From an optimization exercise on the open Yosys and OpenROAD flow, aimed at small area, a short achievable clock period and few clock cycles per item; shortcuts taken in it are not production practice. Function was checked by simulation only, so behaviour that the tests miss may differ from the original.

== alpha ==
// GEMM
module GEMM #(parameter M = 4, K = 4, N = 4)(
    input wire clk,
    input wire reset_n,
    input wire in_valid,
    output wire in_ready,
    input wire [M*K*8-1:0] A_matrix,  
    input wire [K*N*8-1:0] B_matrix,  
    output wire out_valid,
    output wire [M*N*32-1:0] C_matrix  
);
export LEC_CHECK = 0
export CAP_MARGIN = 20
export CORE_MARGIN = 2
export CORE_UTILIZATION = 55
export PLACE_DENSITY = 0.65
export SLEW_MARGIN = 20
export SYNTH_HIERARCHICAL = 1
create_clock -name core_clock -period 11.0 [get_ports {clk}]
standard.sh (not shown) runs the stock make flow with config.mk's settings and CLKGATE_MAP_FILE= SYNTH_SCRIPT=/design/flow/synth_recipe.tcl, a recipe that flattens the netlist after the stock synthesis.
==> flow/flow/run.sh <==
#!/bin/bash
set -euo pipefail
R=orfs/results/sky130hd/GEMM/base
bash standard.sh synth > flow_synth.log 2>&1
ODB=$R/1_synth.odb openroad -no_init -exit flow/downsize.tcl > flow_downsize.log 2>&1
touch $R/1_synth.sdc
bash standard.sh REMOVE_ABC_BUFFERS=1 SETUP_SLACK_MARGIN=6 MAX_REPAIR_ANTENNAS_ITER_DRT=15 finish > flow_layout.log 2>&1
==> flow/flow/downsize.tcl <==
# Set every combinational cell of the synthesized netlist to its smallest drive
# strength (ABC sizes for a far larger load than the cells see). Registers keep
# their cells. The resizer later sizes up what timing needs.
read_liberty $::env(FLOW_HOME)/platforms/sky130hd/lib/sky130_fd_sc_hd__tt_025C_1v80.lib
read_db $::env(ODB)
set n 0
foreach inst [[ord::get_db_block] getInsts] {
  set m [[$inst getMaster] getName]
  if {[regexp {^(sky130_fd_sc_hd__[a-z0-9]+)_([0-9]+)$} $m -> base drive]} {
    if {[string match "*__df*" $base] || [string match "*__dl*" $base] || [string match "*__sdf*" $base]} { continue }
    if {$drive > 1 && [llength [get_lib_cells -quiet ${base}_1]] > 0} {
      replace_cell [$inst getName] ${base}_1
      incr n
    }
  }
}
puts "downsized $n cells"
write_db $::env(ODB)
Testbench counts of alpha, summed over its fixed seeds: cycles 784, items 768.
## Diff of input files: beta against alpha
==> flow/flow/run.sh <==
#!/bin/bash
set -euo pipefail
R=orfs/results/sky130hd/GEMM/base
bash standard.sh synth > flow_synth.log 2>&1
ODB=$R/1_synth.odb openroad -no_init -exit flow/downsize.tcl > flow_downsize.log 2>&1
touch $R/1_synth.sdc
bash standard.sh REMOVE_ABC_BUFFERS=1 SETUP_SLACK_MARGIN=6 MAX_REPAIR_ANTENNAS_ITER_DRT=15 \
  "BUFFER_PORTS_ARGS=-buffer_cell sky130_fd_sc_hd__buf_1" finish > flow_layout.log 2>&1
Findings:
Comparing register-to-register path setup slack for beta and alpha, the bigger number came from beta.
beta vs alpha — post-cts gate resize count dropped 1036.
Total routing usage reported by global routing in beta vs alpha: down 1.8 points
Summary of the comparison: clock period minus final worst setup slack is lower in beta, relative to alpha.


GEMM, a different RTL version from the one above (not shown whole).
Size: roughly 11,000 cells after synthesis, about 830 flip-flops, roughly 770 I/O pins, ~0.13 mm² of cells after synthesis.
Design GEMM, start of the top module:
module GEMM #(parameter M = 4, K = 4, N = 4)(
    input wire clk,
    input wire reset_n,
    input wire in_valid,
    output wire in_ready,
    input wire [M*K*8-1:0] A_matrix,  
    input wire [K*N*8-1:0] B_matrix,  
    output wire out_valid,
    output wire [M*N*32-1:0] C_matrix  
);
clock: 11.0 ns
lec_check: 0
cap_margin: 20
core_margin: 2
core_utilization: 55
place_density: 0.65
slew_margin: 20
synth_hierarchical: 1
run.sh (not shown) runs the stock make flow with config.mk's settings and CLKGATE_MAP_FILE= SYNTH_SCRIPT=/design/flow/synth_recipe.tcl, a recipe that flattens the netlist after the stock synthesis.
Stock flow here: none of the scripts above is used.
The first run finished but fails on antenna violations.
Testbench counts at the start, summed over its fixed seeds: cycles 784, items 768.
==> next run, changes <==
Settings changed: SETUP_SLACK_MARGIN from default to 5.
This time the run went through all stages and came out clean.
Setup slack improves by 0.69 ns.
Cell area rises slightly.
Wire length went up slightly.
Cell count is about the same.
Register-to-register slack is about the same.
Die area stays the same.
Clock skew went up by 0.0080 ns.
First-iteration DRC count decreases by a few percent.

==> separate check: timing with driven ports <==
In the flow no input, the clock included, has a driving cell. The finished layouts below were timed again as built, in two steps. Step 1 assumes that a clkbuf_16 drives the clock port and a buf_2 every other input. Step 2 times the ports against the registers' clock, not the clock port: input delays grow and output delays shrink by t, the midpoint of the rising clock arrivals with the driver on. Three values: ideal, step 1, step 2; two values: the first two.
run	t (ns)	setup slack, ns	slew at the worst register clock pin (ns)	worst data-port slew with drivers (ns)
alpha	0.880	5.772 / 5.676 / 6.008	0.08 / 0.08	0.09
beta	0.908	5.834 / 5.730 / 6.026	0.08 / 0.08	0.18
the first run of note 2	0.881	4.334 / 4.232 / 5.113	0.07 / 0.07	0.08
the second run of note 2	0.883	5.028 / 4.926 / 5.720	0.07 / 0.07	0.08
